Context: an optimization exercise on an open-source flow, tuned for small area, a short achievable clock period and few clock cycles per item. The choices shown serve that exercise and are no tape-out recipe.
Only simulation tests tie the RTL to the original design; equivalence was not proved.
The clock input has no modelled driver; a real chip could not lean on it and would need a root buffer or a full tree.
No activity file was given, so power comes from the tool's default toggle rates.

## subordinate
module subordinate #(
    localparam DATA_WIDTH = 32,
    localparam ADDRESS_WIDTH = 4
) (
    input  axi_aclk_in,
    input  axi_aresetn_in,
    input  [ADDRESS_WIDTH-1:0] axi_awaddr_in,
    input  [2:0] axi_awprot_in,
    input  axi_awvalid_in,
    input  [DATA_WIDTH-1:0] axi_wdata_in,
    input  [ADDRESS_WIDTH-1:0] axi_wstrb_in,
    input  axi_wvalid_in,
    input  axi_bready_in,
    input  [ADDRESS_WIDTH-1:0] axi_araddr_in,
    input  [2:0] axi_arprot_in,
    input  axi_arvalid_in,
    input  axi_rready_in,
    output axi_awready_out,
    output axi_wready_out,
    output [1:0] axi_bresp_out,
    output axi_bvalid_out,
    output axi_arready_out,
    output [DATA_WIDTH-1:0] axi_rdata_out,
    output [1:0] axi_rresp_out,
    output axi_rvalid_out
);
    reg [4*DATA_WIDTH-1:0] regs;
    wire write = axi_awvalid_in && axi_wvalid_in && axi_bready_in;
    assign axi_awready_out = axi_wvalid_in && axi_bready_in;
    assign axi_wready_out  = axi_awvalid_in && axi_bready_in;
    wire [DATA_WIDTH-1:0] wd = axi_wdata_in & {DATA_WIDTH{axi_aresetn_in}};
    integer n, k;
    always @(posedge axi_aclk_in)
        for (n = 0; n < 4; n = n + 1)
            for (k = 0; k < DATA_WIDTH/8; k = k + 1)
                if (!axi_aresetn_in || (write && axi_awaddr_in[3:2] == n && axi_wstrb_in[k]))
                    regs[n*DATA_WIDTH+k*8+:8] <= wd[k*8+:8];
    reg bvalid;
    always @(posedge axi_aclk_in)
        if (!axi_aresetn_in)
            bvalid <= 1'b0;
        else if (axi_bready_in)
            bvalid <= write;
    assign axi_bvalid_out = bvalid;
    assign axi_bresp_out  = 2'b00;
    reg                  rvalid;
    reg [DATA_WIDTH-1:0] rdata;
    assign axi_arready_out = axi_rready_in;
    always @(posedge axi_aclk_in)
  ...
Size in the first run: ~280 cells after synthesis, ~160 flip-flops, about 98 I/O pins, ~6100 sq um of cells after synthesis.
clock: 2.5 ns
lec_check: 0
cap_margin: 20
core_margin: 2
core_utilization: 60
setup_slack_margin: 1.1
slew_margin: 20
standard.sh (not shown) runs the stock make flow with config.mk's settings and CLKGATE_MAP_FILE= SYNTH_SCRIPT=/design/flow/synth_recipe.tcl, a recipe that flattens the netlist after the stock synthesis.
==> flow/flow/run.sh <==
#!/bin/bash
# Standard ORFS layout with two changes: plain buffers (instead of the
# default delay cells) on the ports, and a two-level clock tree built by
# flow/cts.tcl in place of TritonCTS: the clock port drives 4 sky130_fd_sc_hd__clkbuf_16,
# which drive 12 sky130_fd_sc_hd__clkbuf_8 leaf buffers, each driving one cluster of registers.
# ORFS logs stay under orfs/logs; make's output goes to flow_make.log.
set -euo pipefail
export BUFFER_PORTS_ARGS="-buffer_cell sky130_fd_sc_hd__buf_1"
export PRE_CTS_TCL="$(pwd)/flow/cts.tcl"
export MY_CTS_N1=4
export MY_CTS_CELL1=sky130_fd_sc_hd__clkbuf_16
export MY_CTS_N2=12
export MY_CTS_CELL2=sky130_fd_sc_hd__clkbuf_8

bash standard.sh > flow_make.log 2>&1
==> flow/flow/cts.tcl <==

proc kmeans {pts k} {
  # pts: list of {x y}; returns list of cluster indices
  set n [llength $pts]
  set srt [lsort -integer -index 1 [lsort -integer -index 0 $pts]]
  set srt {}
  set i 0
  foreach p $pts { lappend srt [list [lindex $p 0] [lindex $p 1] $i]; incr i }
  set srt [lsort -integer -index 1 $srt]
  # seed: split by y into rows of about sqrt(k) bands, then by x
  set rows [expr {max(1, int(round(sqrt($k))))}]
  set cent {}
  set per [expr {double($n) / $k}]
  for {set c 0} {$c < $k} {incr c} {
    set s [lindex $srt [expr {min($n - 1, int(($c + 0.5) * $per))}]]
    lappend cent [list [lindex $s 0] [lindex $s 1]]
  }
  for {set iter 0} {$iter < 50} {incr iter} {
    set asg {}
    foreach p $pts {
      set best 0; set bd 1e30
      for {set c 0} {$c < $k} {incr c} {
        set q [lindex $cent $c]
        set d [expr {abs([lindex $p 0]-[lindex $q 0]) + abs([lindex $p 1]-[lindex $q 1])}]
        if {$d < $bd} { set bd $d; set best $c }
      }
      lappend asg $best
    }
    set newc {}
    for {set c 0} {$c < $k} {incr c} {
      set sx 0; set sy 0; set m 0
      foreach p $pts a $asg { if {$a == $c} { set sx [expr {$sx + [lindex $p 0]}]; set sy [expr {$sy + [lindex $p 1]}]; incr m } }
      if {$m > 0} { lappend newc [list [expr {$sx / $m}] [expr {$sy / $m}]] } else { lappend newc [lindex $cent $c] }
    }
    set cent $newc
  }
  return [list $asg $cent]
}

proc add_buf {block master name x y innet} {
  set net [odb::dbNet_create $block "${name}_net"]
  $net setSigType CLOCK
  set buf [odb::dbInst_create $block $master $name]
  $buf setLocation [expr {int($x)}] [expr {int($y)}]
  $buf setPlacementStatus PLACED
  [$buf findITerm A] connect $innet
  [$buf findITerm X] connect $net
  return $net
}

proc my_cts {n1 cell1 n2 cell2} {
  set block [ord::get_db_block]
  set clknet [$block findNet axi_aclk_in]
  set sinks {}
  set pts {}
  foreach it [$clknet getITerms] {
    set loc [[$it getInst] getLocation]
    lappend sinks $it
    lappend pts [list [lindex $loc 0] [lindex $loc 1]]
  }
  set r2 [kmeans $pts $n2]
  set asg2 [lindex $r2 0]; set cent2 [lindex $r2 1]
  set m1 [[ord::get_db] findMaster $cell1]
  set m2 [[ord::get_db] findMaster $cell2]
  if {$n1 > 0} {
    set r1 [kmeans $cent2 $n1]
    set asg1 [lindex $r1 0]; set cent1 [lindex $r1 1]
    set l1nets {}
    for {set c 0} {$c < $n1} {incr c} {
      set q [lindex $cent1 $c]
      lappend l1nets [add_buf $block $m1 "clkbuf_l1_$c" [lindex $q 0] [lindex $q 1] $clknet]
    }
  }
  set l2nets {}
  for {set c 0} {$c < $n2} {incr c} {
    set q [lindex $cent2 $c]
    if {$n1 > 0} { set in [lindex $l1nets [lindex $asg1 $c]] } else { set in $clknet }
    lappend l2nets [add_buf $block $m2 "clkbuf_l2_$c" [lindex $q 0] [lindex $q 1] $in]
  }
  foreach it $sinks a $asg2 {
    $it disconnect
    $it connect [lindex $l2nets $a]
  }
  for {set c 0} {$c < $n2} {incr c} { puts "clock leaf $c: [llength [lsearch -all $asg2 $c]] sinks" }
}

if {[info exists ::env(MY_CTS_N2)]} {
  # Sourced by ORFS before its clock tree synthesis (PRE_CTS_TCL): build the
  # tree here and turn ORFS's own clock_tree_synthesis call into a no-op.
  my_cts $::env(MY_CTS_N1) $::env(MY_CTS_CELL1) $::env(MY_CTS_N2) $::env(MY_CTS_CELL2)
  rename clock_tree_synthesis orfs_clock_tree_synthesis
  proc clock_tree_synthesis {args} { set_propagated_clock [all_clocks] }
}
Testbench counts at the start, summed over its fixed seeds: cycles 1,288, items 2,560.
Rerun with:
==> flow/flow/run.sh (replaced) <==
#!/bin/bash
# Standard ORFS layout with two changes: plain buffers (instead of the
# default delay cells) on the ports, and a two-level clock tree built by
# flow/cts.tcl in place of TritonCTS: the clock port drives 1 sky130_fd_sc_hd__clkbuf_16,
# which drive 10 sky130_fd_sc_hd__clkbuf_8 leaf buffers, each driving one cluster of registers.
# ORFS logs stay under orfs/logs; make's output goes to flow_make.log.
set -euo pipefail
export BUFFER_PORTS_ARGS="-buffer_cell sky130_fd_sc_hd__buf_1"
export PRE_CTS_TCL="$(pwd)/flow/cts.tcl"
export MY_CTS_N1=1
export MY_CTS_CELL1=sky130_fd_sc_hd__clkbuf_16
export MY_CTS_N2=10
export MY_CTS_CELL2=sky130_fd_sc_hd__clkbuf_8

bash standard.sh > flow_make.log 2>&1
After rerunning: Worst setup slack is worse by 0.047 ns. Routed wire length falls slightly. Critical path depth drops by 2. Via count drops by a few percent. Worst hold slack is worse by 0.077 ns. Global-route usage drops by 0.89 points. Core utilization falls by 1.6 points.
Rerun with:
==> flow/flow/run.sh (replaced) <==
#!/bin/bash
# Standard ORFS layout with two changes: plain buffers (instead of the
# default delay cells) on the ports, and a two-level clock tree built by
# flow/cts.tcl in place of TritonCTS: the clock port drives 2 sky130_fd_sc_hd__clkbuf_16,
# which drive 12 sky130_fd_sc_hd__clkbuf_8 leaf buffers, each driving one cluster of registers.
# ORFS logs stay under orfs/logs; make's output goes to flow_make.log.
set -euo pipefail
export BUFFER_PORTS_ARGS="-buffer_cell sky130_fd_sc_hd__buf_1"
export PRE_CTS_TCL="$(pwd)/flow/cts.tcl"
export MY_CTS_N1=2
export MY_CTS_CELL1=sky130_fd_sc_hd__clkbuf_16
export MY_CTS_N2=12
export MY_CTS_CELL2=sky130_fd_sc_hd__clkbuf_8
export RECOVER_POWER=100
bash standard.sh > flow_make.log 2>&1
Effect: The new run produced a clean layout; routed wire length hardly moves; synthesized area is unchanged; die area is unchanged; clock skew goes up by 0.0060 ns; clock power came out higher by about 10%; register-to-register slack is about the same; total power rises by 2.2%.
No run of this note takes its clock network from TritonCTS; it comes from the design's own scripts or RTL.

==> re-timing with driven ports <==
How much do the figures lean on ideal ports? The routed layouts below were timed once more, with nothing changed but the port constraints.
Step 1: set_driving_cell puts a clkbuf_16 on axi_aclk_in and a buf_2 on each other input, an assumption about the parent block.
Step 2 moves the port delays by t, midway between the first and last clock arrival at a register: inputs arrive t later, outputs are due t later. That takes back most of the time a late clock gives input paths.
Three values: ideal ports, drivers, drivers and shift; two values: the first two.
| run | shift t [ns] | slack for setup (ns) | latest minus earliest clock arrival (ns) |
|---|---|---|---|
| the first run | 0.352 | 1.108 / 1.082 / 0.824 | 0.029 / 0.029 |
| the second run | 0.385 | 1.061 / 1.026 / 0.793 | 0.038 / 0.039 |
| the third run | 0.351 | 0.695 / 0.697 / 0.373 | 0.030 / 0.031 |
After both steps every run listed still meets setup and hold. The setup slack of the third run, which loses most, moves by +0.002 ns with the drivers and by -0.322 ns with both steps.
